This is an optimization exercise on Yosys and OpenROAD, whose aim is small area and a short achievable clock period, not a production implementation. RTL that was checked went through simulation tests only; none was proved equivalent to the original.

==> run Z: inputs <==
==> flow/design.v <==
module LIFSIM (
    input  wire        clk,
    input  wire        reset,
    input  wire [15:0] I_app,
    input  wire [15:0] I_fb,
    output wire [15:0] V_mem,
    output wire [15:0] V_out,
    output wire [15:0] U_leak,
    output wire [31:0] dU_dt,
    output wire [31:0] dV_dt
);
    reg [15:0] u_r;      
    reg [15:0] du_r;     
    reg [15:0] v_r;      
    reg [15:0] dv_r;     
    reg        fire_r;   
    reg        spk_r;    
    wire [17:0] t = {2'b0,v_r} + {1'b0,v_r,1'b0};
    wire [31:0] prod = {4'b0,t,10'b0} + {8'b0,t,6'b0} + {12'b0,t,2'b0} + {16'b0,v_r};
    wire [15:0] dv_n = v_r - prod[31:16];
    always @(posedge clk) begin
        if (reset) begin
            u_r    <= 16'd0;
            du_r   <= 16'd0;
            v_r    <= 16'd0;
            dv_r   <= 16'd0;
            fire_r <= 1'b0;
            spk_r  <= 1'b0;
        end else begin
            du_r   <= {1'b0, u_r[15:1]} + {15'd0, u_r[0]};
            u_r    <= I_app + I_fb + du_r;
            fire_r <= $signed(v_r) >= 16'sd3277;
            spk_r  <= fire_r;
            if (fire_r) begin
                v_r  <= 16'd0;
                dv_r <= 16'd0;
            end else begin
                v_r  <= u_r + dv_r;
                dv_r <= dv_n;
            end
        end
    end
    assign V_mem  = v_r;
    assign V_out  = {15'd0, spk_r};
    assign U_leak = u_r;
    assign dU_dt  = {16'd0, du_r};
    assign dV_dt  = {16'd0, dv_r};
endmodule
==> flow/run.sh <==
#!/bin/bash
# synth_recipe.tcl (not shown) runs the flow's synth.tcl, then flattens the netlist and writes it again
# the make line also repeats each setting of config.mk as NAME=value (left out here)
make -C /OpenROAD-flow-scripts/flow DESIGN_CONFIG=/design/flow/config.mk WORK_HOME=/design/flow/orfs CLKGATE_MAP_FILE= SYNTH_SCRIPT=/design/flow/synth_recipe.tcl finish
==> flow/config.mk <==
export PLATFORM = sky130hd
export DESIGN_NAME = LIFSIM
export DESIGN_NICKNAME = LIFSIM
export VERILOG_FILES = /design/flow/design.v
export SDC_FILE = /design/flow/constraint.sdc
export NUM_CORES = 4
export LEC_CHECK = 0
export ABC_CLOCK_PERIOD_IN_PS = 2500
export CAP_MARGIN = 20
export CORE_MARGIN = 2
export CORE_UTILIZATION = 40
export SETUP_SLACK_MARGIN = 4.5
export SLEW_MARGIN = 20
==> flow/constraint.sdc <==
create_clock -name core_clock -period 7.0 [get_ports {clk}]
set_input_delay 1.4000 -clock core_clock [delete_from_list [all_inputs] [get_ports {clk}]]
set_output_delay 1.4000 -clock core_clock [all_outputs]
set_load 0.01 [all_outputs]
==> run H (differences from run Z) <==
--- a/flow/design.v
+++ b/flow/design.v
@@ -17,5 +17,4 @@
     reg        spk_r;    
-    wire [17:0] t = {2'b0,v_r} + {1'b0,v_r,1'b0};
-    wire [31:0] prod = {4'b0,t,10'b0} + {8'b0,t,6'b0} + {12'b0,t,2'b0} + {16'b0,v_r};
-    wire [15:0] dv_n = v_r - prod[31:16];
+    wire [31:0] s = {v_r,16'b0} + ~{5'b0,v_r,11'b0} + ~{6'b0,v_r,10'b0} + ~{9'b0,v_r,7'b0} + ~{10'b0,v_r,6'b0} + ~{13'b0,v_r,3'b0} + ~{14'b0,v_r,2'b0} + ~{16'b0,v_r} + 32'd7 + 32'd65535;
+    wire [15:0] dv_n = s[31:16];
     always @(posedge clk) begin
==> run G (differences from run Z) <==
--- a/flow/design.v
+++ b/flow/design.v
@@ -17,5 +17,4 @@
     reg        spk_r;    
-    wire [17:0] t = {2'b0,v_r} + {1'b0,v_r,1'b0};
-    wire [31:0] prod = {4'b0,t,10'b0} + {8'b0,t,6'b0} + {12'b0,t,2'b0} + {16'b0,v_r};
-    wire [15:0] dv_n = v_r - prod[31:16];
+    wire [31:0] s = {v_r,16'b0} + ~{5'b0,v_r,11'b0} + ~{6'b0,v_r,10'b0} + ~{9'b0,v_r,7'b0} + ~{10'b0,v_r,6'b0} + ~{13'b0,v_r,3'b0} + ~{14'b0,v_r,2'b0} + ~{16'b0,v_r} + 32'd7 + 32'd65535;
+    wire [15:0] dv_n = s[31:16];
     always @(posedge clk) begin
ABC_CLOCK_PERIOD_IN_PS = unset   (was 2500)
SETUP_SLACK_MARGIN = unset   (was 4.5)
==> run F (differences from run Z) <==
ABC_CLOCK_PERIOD_IN_PS = unset   (was 2500)
SETUP_SLACK_MARGIN = unset   (was 4.5)
==> results.txt <==
|  | run Z | run H | run F | run G |
|---|---|---|---|---|
| Run status | complete, no violations | complete, no violations | complete, no violations | complete, no violations |
| Buffers & Inverters on Critical Path | 3 | 4 | 3 | 3 |
| Met1 capacity usage during global routing | 29.0% | 25.9% | 26.8% | 23.9% |
| Number of gates resized after cts | 200 | 179 | 1 | 0 |
| Initial cell density of the core | 41.2% | 41.0% | 41.2% | 41.0% |
| Clock network area share | 3.02% | 2.78% | 3.49% | 3.28% |
| Area of the mapped netlist | 0.00687 sq mm | 0.00739 sq mm | 0.00687 sq mm | 0.00739 sq mm |
| Flop2flop setup slack | 710 ps | 2430 ps | 410 ps | 1900 ps |
| Synth Area in Compound Gates | 15.1% | 10.9% | 15.1% | 10.9% |
| Final core utilization | 57.1% | 55.5% | 50.5% | 48.4% |
| Multi-input comb cells | 627 | 591 | 626 | 590 |
| Setup repair after global routing missed its margin | true | true | - | false |
| Reg2reg path depth | 30 | 17 | 30 | 16 |
| Routed wire length per instance | 15.8 um | 16.1 um | 14.6 um | 15.2 um |
| Fraction of area in multi-input gates | 59.9% | 58.6% | 60.6% | 61.8% |
| Cell Count Post-Placement | 1088 | 1104 | 1102 | 1104 |
| Max-slew headroom at the worst pin | 57.5% | - | 23.1% | 63.7% |
| Sum of routed wire length over all layers | 18.6 mm | 19.6 mm | 16.4 mm | 17.0 mm |
| Detailed Routing Iterations Pass 1 | 5 | 4 | 4 | 4 |
| Area share of the largest cell type after synthesis | 20.7% | 21.9% | 20.7% | 21.9% |
No functional check of the RTL was part of any run of this note.

* * *

==> onyx: inputs <==
Another version of the RTL of LIFSIM (not shown whole).
Settings: LEC_CHECK=0, CAP_MARGIN=20, CORE_MARGIN=2, CORE_UTILIZATION=60, PLACE_DENSITY=0.75, SETUP_SLACK_MARGIN=3.7, SLEW_MARGIN=20; clock period 7.0 ns.
standard.sh (not shown) runs the stock make flow with config.mk's settings and CLKGATE_MAP_FILE= SYNTH_SCRIPT=/design/flow/synth_recipe.tcl, a recipe that flattens the netlist after the stock synthesis.
==> flow/flow/run.sh <==
#!/bin/bash
# Standard ORFS layout; only synthesis's abc mapping (flow/my_synth.tcl), the port
# buffer cell and the make settings in flow/extra differ. Tool output goes to logs here.
set -euo pipefail
W=$(pwd)
export MY_ABC_SCRIPT=$W/flow/abc_main.script
export MY_CONE_SCRIPT=$W/flow/abc_cone.script
export MY_NO_FA=1
EXTRA=()
if [[ -f $W/flow/extra ]]; then mapfile -t EXTRA < $W/flow/extra; fi
bash standard.sh SYNTH_SCRIPT=$W/flow/my_synth.tcl "${EXTRA[@]}" finish > $W/make_finish.log 2>&1
==> flow/flow/abc_cone.script <==
strash
dch -f
map -D 1200
topo
upsize -D 1200
dnsize -D 1200
==> flow/flow/abc_main.script <==
strash
dch -f
map -D 2000
topo
upsize -D 2000
dnsize -D 2000
==> flow/flow/extra <==
BUFFER_PORTS_ARGS=-buffer_cell sky130_fd_sc_hd__buf_1
SKIP_REPAIR_TIE_FANOUT=1
==> flow/flow/my_synth.tcl <==
proc synth {args} { yosys synth -nofsm -noshare {*}$args }
# Same synthesis as synth_recipe.tcl, with a different abc script and delay target.
proc abc {args} {
  set out {}
  set skip 0
  foreach a $args {
    if { $skip } { set skip 0; continue }
    if { $a eq "-script" || $a eq "-D" } { set skip 1; continue }
    lappend out $a
  }
  if { [info exists ::env(MY_ABC_SCRIPT)] && $::env(MY_ABC_SCRIPT) ne "" } {
    lappend out -script $::env(MY_ABC_SCRIPT)
  } else {
    lappend out -script $::env(SCRIPTS_DIR)/abc_speed.script
  }
  if { [info exists ::env(MY_ABC_D)] && $::env(MY_ABC_D) ne "" } {
    lappend out -D $::env(MY_ABC_D)
  }
  if { [info exists ::env(MY_CONE_SCRIPT)] && $::env(MY_CONE_SCRIPT) ne "" } {
    # map the input cone of the U_leak registers first, with its own (tighter) script
    set cone {}
    foreach a $out { lappend cone $a }
    set i [lsearch $cone -script]
    set cone [lreplace $cone [expr {$i + 1}] [expr {$i + 1}] $::env(MY_CONE_SCRIPT)]
    yosys select -set ucone c:u_r* %ci*:-sky130_fd_sc_hd__dfxtp_1\[Q\]
    yosys select -list @ucone
    yosys abc {*}$cone @ucone
  }
  yosys abc {*}$out
}
if { [info exists ::env(MY_NO_FA)] && $::env(MY_NO_FA) eq "1" } {
  proc extract_fa {args} { puts "extract_fa skipped" }
}
source $::env(SCRIPTS_DIR)/synth.tcl
# left out here: clear keep_hierarchy, flatten, clean up, hide names made inside functions, write 1_2_yosys.v
==> inputs of violet, as changes to onyx <==
==> flow/flow/run.sh (replaced) <==
#!/bin/bash
# Standard ORFS layout; only synthesis's abc mapping (flow/my_synth.tcl) and the port
# buffer cell differ. Each tool's output goes to a log in this folder.
set -euo pipefail
W=$(pwd)
export MY_ABC_SCRIPT=$W/flow/abc_main.script
export MY_CONE_SCRIPT=$W/flow/abc_cone.script
export MY_NO_FA=1
PORTBUF=$(cat $W/flow/portbuf 2>/dev/null || echo sky130_fd_sc_hd__buf_1)
bash standard.sh SYNTH_SCRIPT=$W/flow/my_synth.tcl "BUFFER_PORTS_ARGS=-buffer_cell $PORTBUF" $(cat $W/flow/extra 2>/dev/null || true) finish > $W/make_finish.log 2>&1
==> flow/flow/abc_cone.script (replaced) <==
strash
dch -f
map -D 700
topo
upsize -D 700
dnsize -D 700
==> flow/flow/extra (replaced) <==
SKIP_REPAIR_TIE_FANOUT=1
--- a/flow/config.mk
+++ b/flow/config.mk
@@ -9,4 +9,3 @@
 export CORE_MARGIN = 2
-export CORE_UTILIZATION = 60
-export PLACE_DENSITY = 0.75
+export CORE_UTILIZATION = 45
 export SETUP_SLACK_MARGIN = 3.7
==> inputs of zinc, as changes to onyx <==
==> flow/flow/run.sh (replaced) <==
#!/bin/bash
# Standard ORFS layout; only synthesis's abc mapping (flow/my_synth.tcl) and the port
# buffer cell differ. Each tool's output goes to a log in this folder.
set -euo pipefail
W=$(pwd)
export MY_ABC_SCRIPT=$W/flow/abc_main.script
export MY_CONE_SCRIPT=$W/flow/abc_cone.script
export MY_NO_FA=1
PORTBUF=$(cat $W/flow/portbuf 2>/dev/null || echo sky130_fd_sc_hd__buf_1)
bash standard.sh SYNTH_SCRIPT=$W/flow/my_synth.tcl "BUFFER_PORTS_ARGS=-buffer_cell $PORTBUF" $(cat $W/flow/extra 2>/dev/null || true) finish > $W/make_finish.log 2>&1
==> flow/flow/abc_cone.script (replaced) <==
strash
dch -f
map -D 700
topo
upsize -D 700
dnsize -D 700
==> flow/flow/extra (replaced) <==
SKIP_REPAIR_TIE_FANOUT=1
--- a/flow/config.mk
+++ b/flow/config.mk
@@ -10,3 +10,2 @@
 export CORE_UTILIZATION = 60
-export PLACE_DENSITY = 0.75
 export SETUP_SLACK_MARGIN = 3.7
==> qor summary <==
item                                                                    zinc            onyx          violet
Die height                                                          107.3 µm        107.3 µm        123.2 µm
Critical path endpoint                                              dv_r[11]         dv_r[7]         dv_r[6]
Buffers plus inverters on the worst setup path                             1               1               4
Area inside the core boundary                                      10320 µm²       10320 µm²       13880 µm²
Num tapcells                                                             136             136             180
Met2 wire len                                                       7.302 mm        7.522 mm        7.832 mm
Clock tree buffer count of the final layout                               11              11              10
Worst hold slack                                                   0.4185 ns       0.4229 ns       0.4216 ns
Global routing usage on met2                                          0.4552          0.4733          0.3530
Most frequent cell on the critical path                              nand2_1         nand2_1               -
Number of ordinary and repair buffers in the finished layout             105             106             107
Path depth of the worst reg2reg path                                      16              17              17
Worst setup slack before clock tree synthesis                       3.694 ns        3.683 ns        3.671 ns
Multi-input comb cells                                                   835             836             836
Initial DRC Count                                                        592             475             409
Outcome                                                       finished clean  finished clean  finished clean
Worst-Margin Slew                                                          -       0.4894 ns       0.5170 ns
Timing-limited maximum frequency                                   323.8 MHz       318.3 MHz       322.7 MHz
WL met1                                                             7.663 mm        7.733 mm        8.046 mm
Cell chosen for the clock root                                      clkbuf_8        clkbuf_8       clkbuf_16

* * *

==> job 7759: inputs <==
Another version of the RTL of LIFSIM (not shown whole).
export LEC_CHECK = 0
export CAP_MARGIN = 20
export CORE_MARGIN = 2
export CORE_UTILIZATION = 60
export SETUP_SLACK_MARGIN = 4.0
export SLEW_MARGIN = 20
create_clock -name core_clock -period 7.0 [get_ports {clk}]
==> flow/flow/run.sh <==
#!/bin/bash
# Standard ORFS layout; only synthesis's abc mapping (flow/my_synth.tcl) and the port
# buffer cell differ. Each tool's output goes to a log in this folder.
set -euo pipefail
W=$(pwd)
export MY_ABC_SCRIPT=$W/flow/abc_main.script
export MY_CONE_SCRIPT=$W/flow/abc_cone.script
export MY_NO_FA=1
PORTBUF=$(cat $W/flow/portbuf 2>/dev/null || echo sky130_fd_sc_hd__buf_1)
bash standard.sh SYNTH_SCRIPT=$W/flow/my_synth.tcl "BUFFER_PORTS_ARGS=-buffer_cell $PORTBUF" $(cat $W/flow/extra 2>/dev/null || true) finish > $W/make_finish.log 2>&1
==> flow/flow/abc_cone.script <==
strash
dch -f
map -D 700
topo
upsize -D 700
dnsize -D 700
==> flow/flow/extra <==
SKIP_REPAIR_TIE_FANOUT=1
Scripts as last shown in full above: flow/flow/abc_main.script, flow/flow/my_synth.tcl
==> inputs of job 5434, as changes to job 7759 <==
--- a/flow/flow/run.sh
+++ b/flow/flow/run.sh
@@ -7,4 +7,4 @@
 export MY_CONE_SCRIPT=$W/flow/abc_cone.script
 export MY_NO_FA=1
 PORTBUF=$(cat $W/flow/portbuf 2>/dev/null || echo sky130_fd_sc_hd__buf_1)
-bash standard.sh SYNTH_SCRIPT=$W/flow/my_synth.tcl "BUFFER_PORTS_ARGS=-buffer_cell $PORTBUF" $(cat $W/flow/extra 2>/dev/null || true) finish > $W/make_finish.log 2>&1
+bash standard.sh SYNTH_SCRIPT=$W/flow/my_synth.tcl "BUFFER_PORTS_ARGS=-buffer_cell $PORTBUF" finish > $W/make_finish.log 2>&1
--- a/flow/config.mk
+++ b/flow/config.mk
@@ -8,5 +8,4 @@
 export CAP_MARGIN = 20
 export CORE_MARGIN = 2
 export CORE_UTILIZATION = 60
-export SETUP_SLACK_MARGIN = 4.0
 export SLEW_MARGIN = 20
removed: flow/flow/extra
==> comparison <==
Of job 7759 and job 5434, job 7759 has the higher wire length (gap 11%, measured against job 5434). Against job 5434, the cell area of job 7759 is higher by 11%. Area after synthesis is the same in job 5434 and job 7759. In job 5434 the first-iteration DRC count is smaller than in job 7759, by 12%. Against job 5434, the hold slack of job 7759 is lower by 2.5 ps. Against job 7759, the global-route usage of job 5434 is lower by 0.79 points.

* * *

==> v29: inputs <==
RTL: one of the versions met above, not the one the previous note started from.
export LEC_CHECK = 0
export CAP_MARGIN = 20
export CORE_MARGIN = 2
export CORE_UTILIZATION = 60
export SETUP_SLACK_MARGIN = 3.8
export SLEW_MARGIN = 20
create_clock -name core_clock -period 7.0 [get_ports {clk}]
==> flow/flow/run.sh <==
#!/bin/bash
# Standard ORFS layout; only synthesis's abc mapping (flow/my_synth.tcl), the port
# buffer cell and the make settings in flow/extra differ. Tool output goes to logs here.
set -euo pipefail
W=$(pwd)
export MY_ABC_SCRIPT=$W/flow/abc_main.script
export MY_CONE_SCRIPT=$W/flow/abc_cone.script
export MY_NO_FA=1
EXTRA=()
if [[ -f $W/flow/extra ]]; then mapfile -t EXTRA < $W/flow/extra; fi
bash standard.sh SYNTH_SCRIPT=$W/flow/my_synth.tcl "${EXTRA[@]}" finish > $W/make_finish.log 2>&1
==> flow/flow/abc_cone.script <==
strash
dch -f
map -D 1200
topo
upsize -D 1200
dnsize -D 1200
==> flow/flow/extra <==
BUFFER_PORTS_ARGS=-buffer_cell sky130_fd_sc_hd__buf_1
SKIP_REPAIR_TIE_FANOUT=1
Scripts as last shown in full above: flow/flow/abc_main.script, flow/flow/my_synth.tcl
==> v28: changes against v29 <==
==> flow/flow/run.sh (replaced) <==
#!/bin/bash
# Standard ORFS layout; only synthesis's abc mapping (flow/my_synth.tcl) and the port
# buffer cell differ. Each tool's output goes to a log in this folder.
set -euo pipefail
W=$(pwd)
export MY_ABC_SCRIPT=$W/flow/abc_main.script
export MY_CONE_SCRIPT=$W/flow/abc_cone.script
export MY_NO_FA=1
PORTBUF=$(cat $W/flow/portbuf 2>/dev/null || echo sky130_fd_sc_hd__buf_1)
bash standard.sh SYNTH_SCRIPT=$W/flow/my_synth.tcl "BUFFER_PORTS_ARGS=-buffer_cell $PORTBUF" $(cat $W/flow/extra 2>/dev/null || true) finish > $W/make_finish.log 2>&1
==> flow/flow/abc_cone.script (replaced) <==
strash
dch -f
map -D 700
topo
upsize -D 700
dnsize -D 700
==> flow/flow/extra (replaced) <==
SKIP_REPAIR_TIE_FANOUT=1
--- a/flow/config.mk
+++ b/flow/config.mk
@@ -10,3 +10,3 @@
 export CORE_UTILIZATION = 60
-export SETUP_SLACK_MARGIN = 3.8
+export SETUP_SLACK_MARGIN = 4.0
 export SLEW_MARGIN = 20
==> flow_summary.yaml <==
status:
  status: "complete, no violations"
global_route:
  gr-usage-met1_pct: 37.3
finish:
  multi_input_area_share_pct: 63.0
  nets: 1212
route:
  wl_met3_um: 1310
  totalWireLength_um: 18700
sta:
  setup_slack_ns: 3.97
critical_path:
  critPathArrivalTime_ns: 3.33
the above is filed under v28

==> flow_summary.yaml <==
status:
  status: "complete, no violations"
critical_path:
  critPathArrivalTime_ns: 3.27
global_route:
  gr-usage-met1_pct: 36.9
route:
  totalWireLength_um: 16400
  wl_met3_um: 989
finish:
  sh_seq_area_pct: 18.9
  multi_input_area_share_pct: 63.1
sta:
  setup_slack_ns: 3.96
the above is filed under v29

## re-timing with driven ports
The flow's constraints put no driver on any port. The routed layouts listed below were extracted and timed again, unchanged, in two steps. Step 1 sets driving cells, clkbuf_16 on the clock port and buf_2 on the other inputs (assumed; they add their load-dependent delay and slew). Step 2 times the ports against the registers' clock, not the clock port: input delays grow and output delays shrink by t, the midpoint of the rising clock arrivals with the driver on. a / b / c = ideal / step 1 / step 2; a / b = the first two.
| run | t (ns) | setup WS [ns] | hold WS [ns] | clock arrival spread, ns |
|---|---|---|---|---|
| run Z | 0.359 | 0.712 / 0.712 / 0.712 | 0.521 / 0.521 / 0.521 | 0.007 / 0.007 |
| run H | 0.377 | 2.435 / 2.435 / 2.435 | 0.514 / 0.514 / 0.514 | 0.006 / 0.007 |
| run G | 0.365 | 1.895 / 1.895 / 1.895 | 0.533 / 0.533 / 0.533 | 0.007 / 0.007 |
| run F | 0.360 | 0.408 / 0.408 / 0.408 | 0.488 / 0.488 / 0.488 | 0.009 / 0.008 |
| onyx | 0.397 | 3.859 / 3.859 / 3.723 | 0.423 / 0.423 / 0.423 | 0.010 / 0.010 |
| violet | 0.384 | 3.901 / 3.901 / 3.785 | 0.422 / 0.422 / 0.422 | 0.010 / 0.010 |
| zinc | 0.378 | 3.912 / 3.912 / 3.730 | 0.419 / 0.419 / 0.419 | 0.012 / 0.011 |
| job 7759 | 0.378 | 3.939 / 3.939 / 3.769 | 0.421 / 0.421 / 0.421 | 0.013 / 0.014 |
| job 5434 | 0.380 | 3.590 / 3.590 / 3.590 | 0.423 / 0.423 / 0.423 | 0.011 / 0.010 |
| v29 | 0.373 | 3.963 / 3.963 / 3.722 | 0.419 / 0.419 / 0.419 | 0.012 / 0.012 |
| v28 | 0.384 | 3.968 / 3.968 / 3.824 | 0.419 / 0.419 / 0.419 | 0.012 / 0.012 |
After both steps setup and hold are still met in every run listed. The setup slack of v29, which loses most, moves by 0.000 ns with the drivers and by -0.241 ns with both steps.
